Background: an optimization exercise with open tools, aiming at small area, a short achievable clock period and few clock cycles per item. Do not read the settings as production practice. Only simulation tests tie the RTL to the original design; equivalence was not proved.

## EC_TOP
module EC_TOP(
    clk, rst_n, in_valid,
    in_Px, in_Py, in_Qx, in_Qy, in_prime, in_a,
    out_valid, out_Rx, out_Ry
);
Size in the first run: about 1900 cells after synthesis, about 0.011 mm² of cells after synthesis.
clock: 90.0 ns
lec_check: 0
cap_margin: 20
core_margin: 2
core_utilization: 40
slew_margin: 20
standard.sh (not shown) runs the stock make flow with config.mk's settings and CLKGATE_MAP_FILE= SYNTH_SCRIPT=/design/flow/synth_recipe.tcl, a recipe that flattens the netlist after the stock synthesis.
==> flow/flow/run.sh <==
#!/bin/bash
# Layout flow: the standard synthesis, then the combinational logic between the
# registers is re-mapped with a stronger ABC script (every register instance, its name
# and its cell type are kept as the standard synthesis made them), then the standard
# layout steps from floorplan to finish.
set -euo pipefail
HERE=$(pwd)
RES=$HERE/orfs/results/${FLOW_PLATFORM}/EC_TOP/base
LIB=$FLOW_HOME/platforms/${FLOW_PLATFORM}/lib/sky130_fd_sc_hd__tt_025C_1v80.lib
YOSYS=$FLOW_HOME/../tools/install/yosys/bin/yosys
[ -x "$YOSYS" ] || YOSYS=yosys

# 1. standard synthesis
bash standard.sh synth > std_synth.log 2>&1
cp $RES/1_2_yosys.v std_synth.v

# 2. re-map the combinational logic
DU=""
for c in $(cat flow/dont_use.txt); do DU="$DU -dont_use $c"; done
cat > resynth.ys <<EOT
read_liberty -ignore_miss_func $LIB
read_verilog std_synth.v
hierarchy -top $FLOW_TOP
setattr -mod -set keep_hierarchy 1 sky130_fd_sc_hd__*df* sky130_fd_sc_hd__*dl*
flatten
opt_clean -purge
tee -o resynth_before.txt stat -liberty $LIB
abc -script $HERE/flow/resynth.abc -liberty $LIB $DU
opt_clean -purge
hilomap -singleton -hicell sky130_fd_sc_hd__conb_1 HI -locell sky130_fd_sc_hd__conb_1 LO
splitnets
opt_clean -purge
select $FLOW_TOP
tee -o resynth_after.txt stat -liberty $LIB
write_verilog -noattr -nohex -nodec -selected resynth.v
EOT
$YOSYS -l resynth.log -q resynth.ys > /dev/null 2>&1
cp resynth.v $RES/1_2_yosys.v
rm -f $RES/1_synth.odb $RES/1_synth.sdc

# 3. standard layout from the new netlist
# the setup margin makes the resizer shorten every register-to-register path
# whose slack is under the margin (so paths longer than 90 - margin ns)
SETUP_SLACK_MARGIN=68 bash standard.sh > std_layout.log 2>&1
==> flow/flow/resynth.abc <==
strash
dc2
balance; rewrite; refactor; balance; rewrite; rewrite -z; balance; refactor -z; rewrite -z; balance
dch -f
&get -n
&dch -f
&nf
&put
strash
dc2
balance; rewrite; refactor; balance; rewrite; rewrite -z; balance; refactor -z; rewrite -z; balance
&get -n
&deepsyn -T 20
&put
dch -f
map -a
map -a
topo
Other scripts of this flow, unchanged in this note and not shown: flow/flow/dont_use.txt
Testbench counts at the start, summed over its fixed seeds: cycles 9,600, items 3,200.
Then changed:
--- a/flow/flow/run.sh
+++ b/flow/flow/run.sh
@@ -43,2 +43,2 @@
 # whose slack is under the margin (so paths longer than 90 - margin ns)
-SETUP_SLACK_MARGIN=68 bash standard.sh > std_layout.log 2>&1
+SETUP_SLACK_MARGIN=70 bash standard.sh > std_layout.log 2>&1
--- a/flow/flow/resynth.abc
+++ b/flow/flow/resynth.abc
@@ -16,3 +16,3 @@
 map -a
-map -a
+map -D 14000
 topo
Result:
- area after synthesis goes up by a few percent
- register-to-register slack gets better by 1700 ps
- cell area goes up by roughly a tenth
- synthesized cell count goes up by a little under a tenth
- critical path depth goes down by 141
Then changed:
--- a/flow/flow/run.sh
+++ b/flow/flow/run.sh
@@ -43,2 +43,2 @@
 # whose slack is under the margin (so paths longer than 90 - margin ns)
-SETUP_SLACK_MARGIN=70 bash standard.sh > std_layout.log 2>&1
+SETUP_SLACK_MARGIN=68 bash standard.sh > std_layout.log 2>&1
Effect: Routed wire length shrinks by 3.5%. Via count shrinks by 4.9%. Cell count shrinks by 3.3%. Global-route usage shrinks by 0.20 points. First-iteration DRC count shrinks by 23%. Non-clock buffer count shrinks by 86. Sequential share of layout area grows by 1.1 points.
Then changed:
Settings changed: PLACE_DENSITY from default to 0.8.
- cell area came out lower by about 0.8%
- cell count is about the same
Then changed:
--- a/flow/flow/resynth.abc
+++ b/flow/flow/resynth.abc
@@ -16,3 +16,3 @@
 map -a
-map -D 14000
+map -D 11000
 topo
Settings changed: PLACE_DENSITY 0.8 to default.
Cell area is higher by a few percent.
Wire length rose by about a fifth.
Hold slack barely changes.

## run A
EC_TOP, a different RTL version from the one above (not shown whole).
Size in the first run: ~1900 cells after synthesis, about 52 I/O pins, ~11000 um2 of cells after synthesis.
## EC_TOP
module EC_TOP(
    clk, rst_n, in_valid,
    in_Px, in_Py, in_Qx, in_Qy, in_prime, in_a,
    out_valid, out_Rx, out_Ry
);
==> flow/config.mk <==
export PLATFORM = sky130hd
export DESIGN_NAME = EC_TOP
export DESIGN_NICKNAME = EC_TOP
export VERILOG_FILES = /design/flow/design.v
export SDC_FILE = /design/flow/constraint.sdc
export NUM_CORES = 4
export LEC_CHECK = 0
export CAP_MARGIN = 20
export CORE_MARGIN = 2
export CORE_UTILIZATION = 40
export SLEW_MARGIN = 20
==> flow/constraint.sdc <==
create_clock -name core_clock -period 90.0 [get_ports {clk}]
set_input_delay 18.0000 -clock core_clock [delete_from_list [all_inputs] [get_ports {clk}]]
set_output_delay 18.0000 -clock core_clock [all_outputs]
set_load 0.01 [all_outputs]
==> flow/flow/run.sh <==
#!/bin/bash
# Layout flow: the standard synthesis, then the combinational logic between the
# registers is re-mapped with a stronger ABC script (every register instance, its name
# and its cell type are kept as the standard synthesis made them), then the standard
# layout steps from floorplan to finish.
set -euo pipefail
HERE=$(pwd)
RES=$HERE/orfs/results/${FLOW_PLATFORM}/EC_TOP/base
LIB=$FLOW_HOME/platforms/${FLOW_PLATFORM}/lib/sky130_fd_sc_hd__tt_025C_1v80.lib
YOSYS=$FLOW_HOME/../tools/install/yosys/bin/yosys
[ -x "$YOSYS" ] || YOSYS=yosys

# 1. standard synthesis
bash standard.sh synth > std_synth.log 2>&1
cp $RES/1_2_yosys.v std_synth.v

# 2. re-map the combinational logic
DU=""
for c in $(cat flow/dont_use.txt); do DU="$DU -dont_use $c"; done
cat > resynth.ys <<EOT
read_liberty -ignore_miss_func $LIB
read_verilog std_synth.v
hierarchy -top $FLOW_TOP
setattr -mod -set keep_hierarchy 1 sky130_fd_sc_hd__*df* sky130_fd_sc_hd__*dl*
flatten
opt_clean -purge
tee -o resynth_before.txt stat -liberty $LIB
abc -script $HERE/flow/resynth.abc -liberty $LIB $DU
opt_clean -purge
hilomap -singleton -hicell sky130_fd_sc_hd__conb_1 HI -locell sky130_fd_sc_hd__conb_1 LO
splitnets
opt_clean -purge
select $FLOW_TOP
tee -o resynth_after.txt stat -liberty $LIB
write_verilog -noattr -nohex -nodec -selected resynth.v
EOT
$YOSYS -l resynth.log -q resynth.ys > /dev/null 2>&1
cp resynth.v $RES/1_2_yosys.v
rm -f $RES/1_synth.odb $RES/1_synth.sdc

# 3. standard layout from the new netlist
# the setup margin makes the resizer shorten every register-to-register path
# whose slack is under the margin (so paths longer than 90 - margin ns)
SETUP_SLACK_MARGIN=69 bash standard.sh > std_layout.log 2>&1
Other scripts of this flow, unchanged in this note and not shown: flow/flow/dont_use.txt, flow/flow/resynth.abc
Both conditions hold for run A: the flow ran to the end and the final layout passed the timing, design-rule and antenna checks.
Testbench counts of run A, summed over its fixed seeds: cycles 9,600, items 3,200.
--- input diff run A..run B ---
-- flow/flow/run.sh --
<<< run A, line 43
# whose slack is under the margin (so paths longer than 90 - margin ns)
SETUP_SLACK_MARGIN=69 bash standard.sh > std_layout.log 2>&1
>>> run B, line 43
# whose slack is under the margin (so paths longer than 90 - margin ns)
# ports get the smallest plain buffer rather than the resizer's pick (a delay cell)
export BUFFER_PORTS_ARGS="-buffer_cell sky130_fd_sc_hd__buf_1"
SETUP_SLACK_MARGIN=68 bash standard.sh > std_layout.log 2>&1
Results
Run B contains fewer vias than run A. Number of cells on the critical path, run A and run B: lower on run B. The clock buffer and inverter area fraction after layout was comparable across run A and run B. The final reports for run B and run A show total global-route track usage lower in the former. Looking at share of the core filled with cells in the final layout, run B sits 3.5 points lower than run A does. The ratio of final minimum period to clock period in run B sits 0.65 points above the value recorded for run A.
diff inputs: run B => run C
- setting PLACE_DENSITY to 0.75 for the first time
[summary]
The flow did not stop early for run C: all stages ran, and the layout cleared the timing, design-rule and antenna checks.
Run C vs run B, via count went up by 2.4%.
Comparing run B against run C, there is no change at all in maximum buffer depth of the clock tree.
Summary — buffering stage count on the worst path with inverters included, run C relative to run B: lower, by 3.
Run B and run C ended up with nearly the same sequential share of layout area.
In the flow results for run B and run C, the relative max-transition margin is smaller on run C.
Taking run B as the reference, in run C number of non-clock buffers rose about 5%, final worst-path cycle share about even, final clock skew fell 8.4 ps.

Setup of 11-15:
Starting RTL as in the previous note.
==> flow/config.mk <==
export PLATFORM = sky130hd
export DESIGN_NAME = EC_TOP
export DESIGN_NICKNAME = EC_TOP
export VERILOG_FILES = /design/flow/design.v
export SDC_FILE = /design/flow/constraint.sdc
export NUM_CORES = 4
export LEC_CHECK = 0
export CAP_MARGIN = 20
export CORE_MARGIN = 2
export CORE_UTILIZATION = 40
export SLEW_MARGIN = 20
==> flow/constraint.sdc <==
create_clock -name core_clock -period 90.0 [get_ports {clk}]
set_input_delay 18.0000 -clock core_clock [delete_from_list [all_inputs] [get_ports {clk}]]
set_output_delay 18.0000 -clock core_clock [all_outputs]
set_load 0.01 [all_outputs]
==> flow/flow/run.sh <==
#!/bin/bash
# Layout flow: the standard synthesis, then the combinational logic between the
# registers is re-mapped with a stronger ABC script (every register instance, its name
# and its cell type are kept as the standard synthesis made them), then the standard
# layout steps from floorplan to finish.
set -euo pipefail
HERE=$(pwd)
RES=$HERE/orfs/results/${FLOW_PLATFORM}/EC_TOP/base
LIB=$FLOW_HOME/platforms/${FLOW_PLATFORM}/lib/sky130_fd_sc_hd__tt_025C_1v80.lib
YOSYS=$FLOW_HOME/../tools/install/yosys/bin/yosys
[ -x "$YOSYS" ] || YOSYS=yosys

# 1. standard synthesis
bash standard.sh synth > std_synth.log 2>&1
cp $RES/1_2_yosys.v std_synth.v

# 2. re-map the combinational logic
DU=""
for c in $(cat flow/dont_use.txt); do DU="$DU -dont_use $c"; done
cat > resynth.ys <<EOT
read_liberty -ignore_miss_func $LIB
read_verilog std_synth.v
hierarchy -top $FLOW_TOP
setattr -mod -set keep_hierarchy 1 sky130_fd_sc_hd__*df* sky130_fd_sc_hd__*dl*
flatten
opt_clean -purge
tee -o resynth_before.txt stat -liberty $LIB
abc -script $HERE/flow/resynth.abc -liberty $LIB $DU
opt_clean -purge
hilomap -singleton -hicell sky130_fd_sc_hd__conb_1 HI -locell sky130_fd_sc_hd__conb_1 LO
splitnets
opt_clean -purge
select $FLOW_TOP
tee -o resynth_after.txt stat -liberty $LIB
write_verilog -noattr -nohex -nodec -selected resynth.v
EOT
$YOSYS -l resynth.log -q resynth.ys > /dev/null 2>&1
cp resynth.v $RES/1_2_yosys.v
rm -f $RES/1_synth.odb $RES/1_synth.sdc

# 3. standard layout from the new netlist
# the setup margin makes the resizer shorten every register-to-register path
# whose slack is under the margin (so paths longer than 90 - margin ns)
SETUP_SLACK_MARGIN=67 bash standard.sh > std_layout.log 2>&1
Other scripts of this flow, unchanged in this note and not shown: flow/flow/dont_use.txt, flow/flow/resynth.abc
11-15 | status: complete | timing, DRC, antenna: pass
Testbench counts of 11-15, summed over its fixed seeds: cycles 9,600, items 3,200.
The following lists how 06-10 was set up differently from 11-15:
diff --git a/flow/flow/run.sh b/flow/flow/run.sh
--- a/flow/flow/run.sh
+++ b/flow/flow/run.sh
@@ -42,3 +42,3 @@
 # the setup margin makes the resizer shorten every register-to-register path
 # whose slack is under the margin (so paths longer than 90 - margin ns)
-SETUP_SLACK_MARGIN=67 bash standard.sh > std_layout.log 2>&1
+SETUP_SLACK_MARGIN=68 bash standard.sh > std_layout.log 2>&1
## What came out
- Taking 11-15 as the reference, in 06-10 peak fanout along the critical path fell 14%, wire length reported by the detailed router rose about 0.55%, worst setup slack up 0.79 ns.
- Every run in the comparison, 06-10 and 11-15, completed the flow with a clean layout.
- Going from 11-15 to 06-10, critical path buffer and inverter count shrinks by 1.
- Of 06-10 and 11-15, the run reporting the lower non-clock buffer count was 11-15.
- Between 06-10 and 11-15, the final core area utilization is higher for 06-10.

middle:
EC_TOP, a different RTL version from the one above (not shown whole).
For scale: about 52 I/O pins, about 11000 µm² of cells after synthesis.
==> flow/design.v (excerpt) <==
module EC_TOP(
    clk, rst_n, in_valid,
    in_Px, in_Py, in_Qx, in_Qy, in_prime, in_a,
    out_valid, out_Rx, out_Ry
);
input clk, rst_n, in_valid;
input [5:0] in_Px, in_Py, in_Qx, in_Qy, in_prime, in_a;
output reg out_valid;
output [5:0] out_Rx, out_Ry;
reg v1, v2;
always @(posedge clk or negedge rst_n) begin
    if (!rst_n) begin
        v1 <= 1'b0;
        v2 <= 1'b0;
    end else begin
        v1 <= in_valid;
        v2 <= v1;
    end
end
reg [5:1] p;         
reg [5:0] Px, Py, Qx, aq;
reg       dbl;
wire      in_dbl = (in_Px == in_Qx);
wire [5:0] rx;
always @(posedge clk) begin
    if (in_valid) begin
        p   <= in_prime[5:1];
        Px  <= in_Px;
        Py  <= in_Py;
        Qx  <= in_Qx;
        dbl <= in_dbl;
    end
end
always @(posedge clk) begin
    if (in_valid)
        aq <= in_dbl ? in_a : in_Qy;
    else if (v2)
        aq <= rx;
end
reg  [5:0] sv;
reg        sflip;
wire [5:0] y;
wire       flip;
always @(posedge clk) begin
    sv    <= y;
    sflip <= flip;
end
EC_COMB u_comb (
    .pu(p), .Px(Px), .Py(Py), .Qx(Qx), .aq(aq), .sv(sv),
    .ph(v2), .sflip(sflip), .dbl(dbl), .y(y), .rx(rx), .flip(flip)
);
always @(posedge clk)
    out_valid <= v2;
assign out_Rx = out_valid ? aq : 6'd0;
assign out_Ry = out_valid ? sv : 6'd0;
endmodule
export LEC_CHECK = 0
export CAP_MARGIN = 20
export CORE_MARGIN = 2
export CORE_UTILIZATION = 40
export CTS_BUF_LIST = sky130_fd_sc_hd__clkbuf_4 sky130_fd_sc_hd__clkbuf_8
export SLEW_MARGIN = 20
create_clock -name core_clock -period 90.0 [get_ports {clk}]
==> flow/flow/run.sh <==
#!/bin/bash
# Layout flow: the standard synthesis, then the combinational logic between the
# registers is re-mapped with a stronger ABC script (every register instance, its name
# and its cell type are kept as the standard synthesis made them), then the standard
# layout steps from floorplan to finish.
set -euo pipefail
HERE=$(pwd)
RES=$HERE/orfs/results/${FLOW_PLATFORM}/EC_TOP/base
LIB=$FLOW_HOME/platforms/${FLOW_PLATFORM}/lib/sky130_fd_sc_hd__tt_025C_1v80.lib
YOSYS=$FLOW_HOME/../tools/install/yosys/bin/yosys
[ -x "$YOSYS" ] || YOSYS=yosys

# 1. standard synthesis
bash standard.sh synth > std_synth.log 2>&1
cp $RES/1_2_yosys.v std_synth.v

# 2. re-map the combinational logic
DU=""
for c in $(cat flow/dont_use.txt); do DU="$DU -dont_use $c"; done
cat > resynth.ys <<EOT
read_liberty -ignore_miss_func $LIB
read_verilog std_synth.v
hierarchy -top $FLOW_TOP
setattr -mod -set keep_hierarchy 1 sky130_fd_sc_hd__*df* sky130_fd_sc_hd__*dl*
flatten
opt_clean -purge
tee -o resynth_before.txt stat -liberty $LIB
abc -script $HERE/flow/resynth.abc -liberty $LIB $DU
opt_clean -purge
hilomap -singleton -hicell sky130_fd_sc_hd__conb_1 HI -locell sky130_fd_sc_hd__conb_1 LO
splitnets
opt_clean -purge
select $FLOW_TOP
tee -o resynth_after.txt stat -liberty $LIB
write_verilog -noattr -nohex -nodec -selected resynth.v
EOT
$YOSYS -l resynth.log -q resynth.ys > /dev/null 2>&1
cp resynth.v $RES/1_2_yosys.v
rm -f $RES/1_synth.odb $RES/1_synth.sdc

# 3. standard layout from the new netlist
# the setup margin makes the resizer shorten every register-to-register path
# whose slack is under the margin (so paths longer than 90 - margin ns)
# ports get the smallest plain buffer rather than the resizer's pick (a delay cell)
export BUFFER_PORTS_ARGS="-buffer_cell sky130_fd_sc_hd__buf_1"
SETUP_SLACK_MARGIN=69.5 bash standard.sh > std_layout.log 2>&1
Other scripts of this flow, unchanged in this note and not shown: flow/flow/dont_use.txt, flow/flow/resynth.abc
Testbench counts of middle, summed over its fixed seeds: cycles 9,600, items 3,200.
diff inputs: middle => south
--- a/flow/flow/run.sh
+++ b/flow/flow/run.sh
@@ -44,3 +44,3 @@
 # ports get the smallest plain buffer rather than the resizer's pick (a delay cell)
 export BUFFER_PORTS_ARGS="-buffer_cell sky130_fd_sc_hd__buf_1"
-SETUP_SLACK_MARGIN=69.5 bash standard.sh > std_layout.log 2>&1
+SETUP_SLACK_MARGIN=68 bash standard.sh > std_layout.log 2>&1
Results
Compared to middle, south has via count 117 lower. Re synthesized cell count: middle was lower than south. From middle to south the numbers moved as follows: length of routed wiring on met1 lower, least setup slack across all paths after layout decreased 0.097 ns. From middle to south the numbers moved as follows: met2 track demand over resource in global routing went up 1.3 points, fmax went down 0.49%, core occupancy in the finished layout went down 2.3 points. First-pass GRT wire length ended up 0.30% higher on south than on middle.

[afterwards: timing with drivers on the ports]
The results above use ideal ports. As a check the final layouts listed here were re-extracted and re-timed, cells and wires unchanged.
Step 1: set_driving_cell puts a clkbuf_16 on clk and a buf_2 on each other input, an assumption about the parent block.
Step 2 times the ports against the registers' clock, not the clock port: input delays grow and output delays shrink by t, the midpoint of the rising clock arrivals with the driver on.
a / b / c = ideal / step 1 / step 2; a / b = the first two.
run | shift t [ns] | slack for setup (ns) | latest minus earliest clock arrival (ns)
the first run of note 1 | 0.332 | 68.872 / 68.872 / 68.872 | 0.012 / 0.012
the second run of note 1 | 0.330 | 70.188 / 70.189 / 69.860 | 0.013 / 0.013
the third run of note 1 | 0.339 | 69.444 / 69.444 / 69.444 | 0.011 / 0.011
the fourth run of note 1 | 0.324 | 69.422 / 69.422 / 69.422 | 0.007 / 0.006
the fifth run of note 1 | 0.337 | 69.721 / 69.721 / 69.721 | 0.017 / 0.016
run A | 0.337 | 69.990 / 69.990 / 69.854 | 0.006 / 0.006
run B | 0.343 | 69.406 / 69.406 / 69.406 | 0.012 / 0.012
run C | 0.345 | 69.529 / 69.529 / 69.529 | 0.003 / 0.003
11-15 | 0.352 | 68.845 / 68.845 / 68.845 | 0.018 / 0.017
06-10 | 0.349 | 69.636 / 69.636 / 69.636 | 0.018 / 0.018
middle | 0.341 | 70.353 / 70.365 / 70.024 | 0.009 / 0.008
south | 0.344 | 70.256 / 70.256 / 69.932 | 0.013 / 0.013
After both steps setup and hold are still met in every run listed. The setup slack of middle, which loses most, moves by +0.012 ns with the drivers and by -0.329 ns with both steps.
